Source: an optimization exercise on an open RTL-to-GDS flow (aim: small area, a short achievable clock period and few clock cycles). Production flows keep margins and buffers that such runs may drop. Only simulation tests tie the RTL to the original design; equivalence was not proved. No driver is modelled on the clock port, so clocking that relies on it looks cheaper here than on a real chip. Power figures rest on the tool's default switching activity, not on a simulated workload.

==> sierra: inputs <==
==> flow/design.v <==
`timescale 1ns/1ps
module text_matrix (
    input  wire [63:0] text,
    input  wire [63:0] RKey,
    output wire [63:0] txt_matrix,
    output wire [63:0] key_matrix
);
genvar n;
generate
    for (n = 0; n < 16; n = n + 1) begin : g_cell
        assign txt_matrix[4*n +: 4] = text[4*(15-n) +: 4];
        assign key_matrix[4*n +: 4] = RKey[4*(15-n) +: 4];
    end
endgenerate
endmodule
`timescale 1ns/1ps
module round_const (
    input  wire [5:0]  j,
    output wire [63:0] round_cnst
);
reg [7:0] rc;
always @(*) begin
    case (j)
        6'd0:  rc = 8'h01;
        6'd1:  rc = 8'h03;
        6'd2:  rc = 8'h07;
        6'd3:  rc = 8'h0F;
        6'd4:  rc = 8'h1F;
        6'd5:  rc = 8'h3E;
        6'd6:  rc = 8'h3D;
        6'd7:  rc = 8'h3B;
        6'd8:  rc = 8'h37;
        6'd9:  rc = 8'h2F;
        6'd10: rc = 8'h1E;
        6'd11: rc = 8'h3C;
        6'd12: rc = 8'h39;
        6'd13: rc = 8'h33;
        6'd14: rc = 8'h27;
        6'd15: rc = 8'h0E;
        6'd16: rc = 8'h1D;
        6'd17: rc = 8'h3A;
        6'd18: rc = 8'h35;
        6'd19: rc = 8'h2B;
        6'd20: rc = 8'h16;
        6'd21: rc = 8'h2C;
        6'd22: rc = 8'h18;
        6'd23: rc = 8'h30;
        6'd24: rc = 8'h21;
        6'd25: rc = 8'h02;
        6'd26: rc = 8'h05;
        6'd27: rc = 8'h0B;
        6'd28: rc = 8'h17;
        6'd29: rc = 8'h2E;
        6'd30: rc = 8'h1C;
        6'd31: rc = 8'h38;
        6'd32: rc = 8'h31;
        default: rc = 8'h00;
    endcase
end
wire [3:0] hi = {1'b0, rc[5:3]};
wire [3:0] lo = {1'b0, rc[2:0]};
assign round_cnst = { lo, 4'd4, 4'd0, 4'd0, hi, 4'd2, 4'd0, 4'd0, lo, 4'd1, 4'd0, 4'd0, hi, 4'd0, 4'd0, 4'd0 };
endmodule
`timescale 1ns/1ps
module subcells (
    input  wire [63:0] in_matrix,
    output wire [63:0] out_matrix
);
function [3:0] s_box;
    input [3:0] x;
    begin
        case (x)
            4'h0: s_box = 4'hC;
            4'h1: s_box = 4'hA;
            4'h2: s_box = 4'hD;
            4'h3: s_box = 4'h3;
            4'h4: s_box = 4'hE;
            4'h5: s_box = 4'hB;
            4'h6: s_box = 4'hF;
            4'h7: s_box = 4'h7;
            4'h8: s_box = 4'h9;
            4'h9: s_box = 4'h8;
            4'hA: s_box = 4'h1;
            4'hB: s_box = 4'h5;
            4'hC: s_box = 4'h0;
            4'hD: s_box = 4'h2;
            4'hE: s_box = 4'h4;
            default: s_box = 4'h6;
        endcase
    end
endfunction
genvar m;
generate
    for (m = 0; m < 16; m = m + 1) begin : g_cell
        assign out_matrix[4*m +: 4] = s_box(in_matrix[4*m +: 4]);
    end
endgenerate
endmodule
`timescale 1ns/1ps
module Mixrow (
    input  wire [63:0] st_mixrow,
    output reg  [63:0] mixr_state
);
reg [3:0] mixrow_matrix [0:3][0:3];
reg [3:0] temp;
integer j, k, l;
function [3:0] galiosmultiplication;
    input [3:0] a, b;
    reg [3:0] ans;
    reg [3:0] temp_a;
    integer i;
    begin
        ans = 4'b0000;
        temp_a = a;
        for (i = 0; i < 4; i = i + 1) begin
            if (b[i] == 1'b1) begin
                ans = ans ^ temp_a;
            end
            if (temp_a[3] == 1'b1) begin
                temp_a = (temp_a << 1) ^ 4'h3;  
            end else begin
                temp_a = temp_a << 1;
            end
        end
        galiosmultiplication = ans;
    end
endfunction
always @(*) begin
    mixrow_matrix[0][0] = 4'd1;  mixrow_matrix[0][1] = 4'd4;  mixrow_matrix[0][2] = 4'd9;  mixrow_matrix[0][3] = 4'd13;
    mixrow_matrix[1][0] = 4'd4;  mixrow_matrix[1][1] = 4'd1;  mixrow_matrix[1][2] = 4'd13; mixrow_matrix[1][3] = 4'd9;
    mixrow_matrix[2][0] = 4'd9;  mixrow_matrix[2][1] = 4'd13; mixrow_matrix[2][2] = 4'd1;  mixrow_matrix[2][3] = 4'd4;
    mixrow_matrix[3][0] = 4'd13; mixrow_matrix[3][1] = 4'd9;  mixrow_matrix[3][2] = 4'd4;  mixrow_matrix[3][3] = 4'd1;
    mixr_state = 64'd0;
    for (j = 0; j < 4; j = j + 1) begin
        for (k = 0; k < 4; k = k + 1) begin
            temp = 4'b0000;
            for (l = 0; l < 4; l = l + 1) begin
                temp = temp ^ galiosmultiplication(st_mixrow[4*(4*j+l) +: 4], mixrow_matrix[l][k]);
            end
            mixr_state[4*(4*j+k) +: 4] = temp;
        end
    end
end
endmodule
`timescale 1ns/1ps
module Mixcoloumn (
    input  wire [63:0] st_mixcoloumn,
    output reg  [63:0] mixc_state
);
reg [3:0] mixcoloumn_matrix [0:3][0:3];
reg [3:0] temp;
integer j, k, l;
function [3:0] galiosmultiplication;
    input [3:0] a, b;
    reg [3:0] ans;
    reg [3:0] temp_a;
    integer i;
    begin
        ans = 4'b0000;
        temp_a = a;
        for (i = 0; i < 4; i = i + 1) begin
            if (b[i] == 1'b1) begin
                ans = ans ^ temp_a;
            end
            if (temp_a[3] == 1'b1) begin
                temp_a = (temp_a << 1) ^ 4'h3;  
            end else begin
                temp_a = temp_a << 1;
            end
        end
        galiosmultiplication = ans;
    end
endfunction
always @(*) begin
    mixcoloumn_matrix[0][0] = 4'd13; mixcoloumn_matrix[0][1] = 4'd9;  mixcoloumn_matrix[0][2] = 4'd4;  mixcoloumn_matrix[0][3] = 4'd1;
    mixcoloumn_matrix[1][0] = 4'd9;  mixcoloumn_matrix[1][1] = 4'd13; mixcoloumn_matrix[1][2] = 4'd1;  mixcoloumn_matrix[1][3] = 4'd4;
    mixcoloumn_matrix[2][0] = 4'd4;  mixcoloumn_matrix[2][1] = 4'd1;  mixcoloumn_matrix[2][2] = 4'd13; mixcoloumn_matrix[2][3] = 4'd9;
    mixcoloumn_matrix[3][0] = 4'd1;  mixcoloumn_matrix[3][1] = 4'd4;  mixcoloumn_matrix[3][2] = 4'd9;  mixcoloumn_matrix[3][3] = 4'd13;
    mixc_state = 64'd0;
    for (j = 0; j < 4; j = j + 1) begin
        for (k = 0; k < 4; k = k + 1) begin
            temp = 4'b0000;
            for (l = 0; l < 4; l = l + 1) begin
                temp = temp ^ galiosmultiplication(mixcoloumn_matrix[l][k], st_mixcoloumn[4*(4*j+l) +: 4]);
            end
            mixc_state[4*(4*j+k) +: 4] = temp;
        end
    end
end
endmodule
`timescale 1ns/1ps
module LOONG_ENC (
    input  wire        clk,
    input  wire        reset,         
    input  wire        start,
    input  wire [63:0] plaintext,
    input  wire [63:0] roundKey,
    output reg  [63:0] ciphertext,
    output reg         done
);
localparam [63:0] CIPHER_CONST = 64'h6407_1204_6107_1004;
wire [63:0] txt_m;
wire [63:0] key_m;
text_matrix matirx_form (
    .text(plaintext),
    .RKey(roundKey),
    .txt_matrix(txt_m),
    .key_matrix(key_m)
);
always @(posedge clk or negedge reset) begin
    if (~reset) done <= 1'b0;
    else        done <= start;
end
always @(posedge clk) begin
    ciphertext <= txt_m ^ key_m ^ CIPHER_CONST;
end
endmodule
==> flow/run.sh <==
#!/bin/bash
# synth_recipe.tcl (not shown) runs the flow's synth.tcl, then flattens the netlist and writes it again
# the make line also repeats each setting of config.mk as NAME=value (left out here)
make -C /OpenROAD-flow-scripts/flow DESIGN_CONFIG=/design/flow/config.mk WORK_HOME=/design/flow/orfs CLKGATE_MAP_FILE= SYNTH_SCRIPT=/design/flow/synth_recipe.tcl finish
==> flow/config.mk <==
export PLATFORM = sky130hd
export DESIGN_NAME = LOONG_ENC
export DESIGN_NICKNAME = LOONG_ENC
export VERILOG_FILES = /design/flow/design.v
export SDC_FILE = /design/flow/constraint.sdc
export NUM_CORES = 4
export LEC_CHECK = 0
export CAP_MARGIN = 20
export CORE_MARGIN = 2
export CORE_UTILIZATION = 40
export SLEW_MARGIN = 20
==> flow/constraint.sdc <==
create_clock -name core_clock -period 5.0 [get_ports {clk}]
set_input_delay 1.0000 -clock core_clock [delete_from_list [all_inputs] [get_ports {clk}]]
set_output_delay 1.0000 -clock core_clock [all_outputs]
set_load 0.01 [all_outputs]
==> ember (differences from sierra) <==
==> flow/flow/run.sh (new file) <==
#!/bin/bash
# Layout flow: the standard synthesis and flow, with small port buffers and
# output cells next to their pins (flow/place.tcl) and a one-level clock
# distribution (flow/clk.tcl) in place of the CTS tree.
# Each tool's output goes to its own log in the work folder.
set -euo pipefail
W=$(pwd)
bash standard.sh synth > "$W/synth.log" 2>&1
bash standard.sh \
  BUFFER_PORTS_ARGS="-buffer_cell sky130_fd_sc_hd__buf_1" \
  PRE_DETAIL_PLACE_TCL="$W/flow/place.tcl" \
  PRE_CTS_TCL="$W/flow/pre_cts.tcl" \
  CTS_ARGS="-buf_list sky130_fd_sc_hd__clkbuf_16 -root_buf sky130_fd_sc_hd__clkbuf_16 -dont_use_dummy_load" \
  finish > "$W/layout.log" 2>&1
==> flow/flow/clk.tcl (new file) <==
# Clock distribution: the clock port drives ncl buffers, each at the centre of
# one group of registers; the groups split the registers, sorted along the axis
# on which they spread most, into runs of equal size.
proc my_clock_buffers { ncl cell } {
  set block [ord::get_db_block]
  set dbu [$block getDbUnitsPerMicron]
  set pins {}
  foreach p [get_pins -of_objects [get_nets clk] -filter "direction==input"] {
    set bb [[[sta::sta_to_db_pin $p] getInst] getBBox]
    lappend pins [list $p [expr {([$bb xMin] + [$bb xMax]) / 2.0 / $dbu}] \
                          [expr {([$bb yMin] + [$bb yMax]) / 2.0 / $dbu}]]
  }
  set xs [lmap e $pins {lindex $e 1}]
  set ys [lmap e $pins {lindex $e 2}]
  set dx [expr {[tcl::mathfunc::max {*}$xs] - [tcl::mathfunc::min {*}$xs]}]
  set dy [expr {[tcl::mathfunc::max {*}$ys] - [tcl::mathfunc::min {*}$ys]}]
  set pins [lsort -real -index [expr {$dx >= $dy ? 1 : 2}] $pins]
  set n [llength $pins]
  for {set k 0} {$k < $ncl} {incr k} {
    set es [lrange $pins [expr {$k * $n / $ncl}] [expr {($k + 1) * $n / $ncl - 1}]]
    set m [llength $es]
    if {$m == 0} continue
    set gx 0.0; set gy 0.0; set lp {}
    foreach e $es { lassign $e p x y; set gx [expr {$gx + $x}]; set gy [expr {$gy + $y}]; lappend lp $p }
    insert_buffer -buffer_cell $cell -net clk -load_pins $lp \
      -location [list [expr {$gx / $m}] [expr {$gy / $m}]] \
      -buffer_name clkbuf_$k -net_name clknet_$k
    puts "clock buffer clkbuf_$k: $m registers"
  }
  foreach net [$block getNets] {
    if {[string match clknet_* [$net getName]] || [$net getName] eq "clk"} { $net setSigType CLOCK }
  }
}
==> flow/flow/place.tcl (new file) <==
# Runs before ORFS's detailed placement: each output port's buffer is moved to
# the core edge next to its pin, the register that drives it just inside, and
# the register's input gate inside that; detailed placement then legalizes.
set block [ord::get_db_block]
set core [$block getCoreArea]
set rowh 2720
proc my_driver {net} {
  foreach it [$net getITerms] { if {[$it isOutputSignal]} { return [$it getInst] } }
  return ""
}
proc my_input_driver {inst} {
  foreach it [$inst getITerms] {
    if {[$it isInputSignal] && [$it getNet] ne "NULL"} {
      set d [my_driver [$it getNet]]
      if {$d ne ""} { return $d }
    }
  }
  return ""
}
proc my_put {inst x y} {
  set m [$inst getMaster]
  $inst setLocation [expr {int($x - [$m getWidth] / 2)}] [expr {int($y - [$m getHeight] / 2)}]
  $inst setPlacementStatus PLACED
}
foreach bt [$block getBTerms] {
  if {[$bt getIoType] ne "OUTPUT"} continue
  set net [$bt getNet]
  set ob [my_driver $net]
  if {$ob eq ""} continue
  set ff [my_input_driver $ob]
  set bb [$bt getBBox]
  set px [expr {([$bb xMin] + [$bb xMax]) / 2}]
  set py [expr {([$bb yMin] + [$bb yMax]) / 2}]
  set x0 [$core xMin]; set x1 [$core xMax]; set y0 [$core yMin]; set y1 [$core yMax]
  set cx [expr {min(max($px, $x0 + 2000), $x1 - 2000)}]
  set cy [expr {min(max($py, $y0 + $rowh / 2), $y1 - $rowh / 2)}]
  # inward direction
  set d [list [expr {$px - $x0}] [expr {$x1 - $px}] [expr {$py - $y0}] [expr {$y1 - $py}]]
  set side [lsearch $d [tcl::mathfunc::min {*}$d]]
  switch $side {
    0 { set ux 1; set uy 0; set cx [expr {$x0 + 1000}] }
    1 { set ux -1; set uy 0; set cx [expr {$x1 - 1000}] }
    2 { set ux 0; set uy 1; set cy [expr {$y0 + $rowh / 2}] }
    3 { set ux 0; set uy -1; set cy [expr {$y1 - $rowh / 2}] }
  }
  set step [expr {$ux != 0 ? 4000 : $rowh}]
  my_put $ob $cx $cy
  if {$ff eq ""} continue
  my_put $ff [expr {$cx + $ux * 2 * $step}] [expr {$cy + $uy * $step}]
  set g [my_input_driver $ff]
  if {$g ne "" && ![string match input* [$g getName]]} {
    my_put $g [expr {$cx + $ux * 4 * $step}] [expr {$cy + $uy * 2 * $step}]
  }
}
==> flow/flow/pre_cts.tcl (new file) <==
# Runs before ORFS's CTS step: build the clock distribution here (the clock
# port drives four buffers, each feeding the registers of one sector), after
# which clock_tree_synthesis finds the clock net already buffered and skips it.
source [file join [file dirname [info script]] clk.tcl]
my_clock_buffers 4 sky130_fd_sc_hd__clkbuf_16
==> flow/standard.sh (new file) <==
#!/bin/bash
# synth_recipe.tcl (not shown) runs the flow's synth.tcl, then flattens the netlist and writes it again
# the make line also repeats each setting of config.mk as NAME=value (left out here)
make -C /OpenROAD-flow-scripts/flow DESIGN_CONFIG=/design/flow/config.mk WORK_HOME=/design/flow/orfs CLKGATE_MAP_FILE= SYNTH_SCRIPT=/design/flow/synth_recipe.tcl "${@:-finish}"
removed: flow/run.sh
==> amber (differences from sierra) <==
==> flow/flow/run.sh (new file) <==
#!/bin/bash
# Layout flow: the standard synthesis and flow, with small port buffers and
# a one-level clock distribution (flow/clk.tcl) in place of the CTS tree.
# Each tool's output goes to its own log in the work folder.
set -euo pipefail
W=$(pwd)
bash standard.sh synth > "$W/synth.log" 2>&1
bash standard.sh \
  BUFFER_PORTS_ARGS="-buffer_cell sky130_fd_sc_hd__buf_1" \
  PRE_CTS_TCL="$W/flow/pre_cts.tcl" \
  CTS_ARGS="-buf_list sky130_fd_sc_hd__clkbuf_16 -root_buf sky130_fd_sc_hd__clkbuf_16 -dont_use_dummy_load" \
  finish > "$W/layout.log" 2>&1
==> flow/flow/clk.tcl (new file) <==
# Clock distribution: the clock port drives NCLK buffers, each at the centre
# of the registers of one sector of the die around the registers' centre.
proc my_clock_buffers { ncl cell } {
  set block [ord::get_db_block]
  set dbu [$block getDbUnitsPerMicron]
  set pins {}
  set xs 0.0; set ys 0.0
  foreach p [get_pins -of_objects [get_nets clk] -filter "direction==input"] {
    set inst [[sta::sta_to_db_pin $p] getInst]
    set bb [$inst getBBox]
    set x [expr {([$bb xMin] + [$bb xMax]) / 2.0 / $dbu}]
    set y [expr {([$bb yMin] + [$bb yMax]) / 2.0 / $dbu}]
    lappend pins [list $p $x $y]
    set xs [expr {$xs + $x}]; set ys [expr {$ys + $y}]
  }
  set n [llength $pins]
  set cx [expr {$xs / $n}]; set cy [expr {$ys / $n}]
  set pi 3.14159265358979
  set groups {}
  for {set g 0} {$g < $ncl} {incr g} { dict set groups $g {} }
  foreach e $pins {
    lassign $e p x y
    set a [expr {atan2($y - $cy, $x - $cx) + $pi}]
    set g [expr {int($a / (2 * $pi) * $ncl) % $ncl}]
    dict lappend groups $g $e
  }
  set k 0
  dict for {g es} $groups {
    if {[llength $es] == 0} continue
    set gx 0.0; set gy 0.0; set lp {}
    foreach e $es { lassign $e p x y; set gx [expr {$gx + $x}]; set gy [expr {$gy + $y}]; lappend lp $p }
    set m [llength $es]
    insert_buffer -buffer_cell $cell -net clk -load_pins $lp \
      -location [list [expr {$gx / $m}] [expr {$gy / $m}]] \
      -buffer_name clkbuf_$k -net_name clknet_$k
    puts "clock buffer clkbuf_$k: $m registers"
    incr k
  }
  foreach net [$block getNets] {
    if {[string match clknet_* [$net getName]] || [$net getName] eq "clk"} { $net setSigType CLOCK }
  }
}
==> flow/flow/pre_cts.tcl (new file) <==
# Runs before ORFS's CTS step: build the clock distribution here (the clock
# port drives four buffers, each feeding the registers of one sector), after
# which clock_tree_synthesis finds the clock net already buffered and skips it.
source [file join [file dirname [info script]] clk.tcl]
my_clock_buffers 4 sky130_fd_sc_hd__clkbuf_16
==> flow/standard.sh (new file) <==
#!/bin/bash
# synth_recipe.tcl (not shown) runs the flow's synth.tcl, then flattens the netlist and writes it again
# the make line also repeats each setting of config.mk as NAME=value (left out here)
make -C /OpenROAD-flow-scripts/flow DESIGN_CONFIG=/design/flow/config.mk WORK_HOME=/design/flow/orfs CLKGATE_MAP_FILE= SYNTH_SCRIPT=/design/flow/synth_recipe.tcl "${@:-finish}"
- PLACE_DENSITY: unset -> 0.9
removed: flow/run.sh
==> onyx (differences from sierra) <==
==> flow/flow/run.sh (new file) <==
#!/bin/bash
# Layout flow: the standard flow, with small port buffers and a one-level
# clock tree without dummy loads. Each tool's output goes to its own log here.
set -euo pipefail
W=$(pwd)
bash standard.sh synth > "$W/synth.log" 2>&1
bash standard.sh \
  BUFFER_PORTS_ARGS="-buffer_cell sky130_fd_sc_hd__buf_1" \
  CTS_ARGS="-sink_clustering_enable -sink_clustering_size 100 -sink_clustering_max_diameter 500 -root_buf sky130_fd_sc_hd__clkbuf_16 -buf_list sky130_fd_sc_hd__clkbuf_16 -dont_use_dummy_load -repair_clock_nets" \
  finish > "$W/layout.log" 2>&1
==> flow/standard.sh (new file) <==
#!/bin/bash
# synth_recipe.tcl (not shown) runs the flow's synth.tcl, then flattens the netlist and writes it again
# the make line also repeats each setting of config.mk as NAME=value (left out here)
make -C /OpenROAD-flow-scripts/flow DESIGN_CONFIG=/design/flow/config.mk WORK_HOME=/design/flow/orfs CLKGATE_MAP_FILE= SYNTH_SCRIPT=/design/flow/synth_recipe.tcl "${@:-finish}"
removed: flow/run.sh
==> comparison table <==
item	onyx	amber	sierra	ember
First-pass GRT wire length	5930 um	6240 um	12,600 um	6780 um
Number of clock sinks	65	-	65	-
Result of the run	finished clean	finished clean	finished clean	finished clean
Post-route setup slack	3.21 ns	3.35 ns	2.76 ns	3.38 ns
Average wire length per cell after detail routing	11.3 um	11.7 um	22.6 um	13.2 um
HPWL after detailed placement	3670 um	3860 um	5350 um	4340 um
Number of CTS-inserted buffers	9	-	9	-
Sequential group share of total power	0.481	0.585	0.429	0.585
Clock tree from TritonCTS	done	-	done	-
Length of routed wiring on met1	1390 um	1220 um	2510 um	1600 um
Largest net degree at the start of global routing	11	20	11	18
Switching power summed over all nets	0.266 mW	0.219 mW	0.335 mW	0.221 mW
Worst setup path start	ciphertext[30]$_DFF_P_	ciphertext[9]$_DFF_P_	ciphertext[19]$_DFF_P_	ciphertext[56]$_DFF_P_
Register share of the cell area	0.452	0.473	0.319	0.473
Testbench counts of sierra, summed over its fixed seeds: cycles 960.
Testbench counts of ember, summed over its fixed seeds: cycles 960.
Testbench counts of amber, summed over its fixed seeds: cycles 960.
Testbench counts of onyx, summed over its fixed seeds: cycles 960.

[static timing again, ports no longer ideal]
Ports are ideal in the flow. The routed layouts listed here were re-timed in OpenROAD.
Step 1, drivers: a clkbuf_16 drives clk and a buf_2 each remaining input, both assumed.
Step 2, shift: input delay + t, output delay - t, t = (earliest + latest rising clock arrival at the registers) / 2. This alone moves slack from input paths to output paths.
Three values: no drivers, after step 1, after step 2; two values: the first two.
run | t (ns) | setup WS [ns] | pins driven straight from the clock port
sierra | 0.368 | 2.756 / 2.729 / 3.097 | 1
ember | 0.198 | 3.376 / 3.314 / 3.511 | 4
amber | 0.204 | 3.352 / 3.283 / 3.486 | 4
onyx | 0.336 | 3.210 / 3.179 / 3.515 | 1
After both steps setup and hold are still met in every run listed.
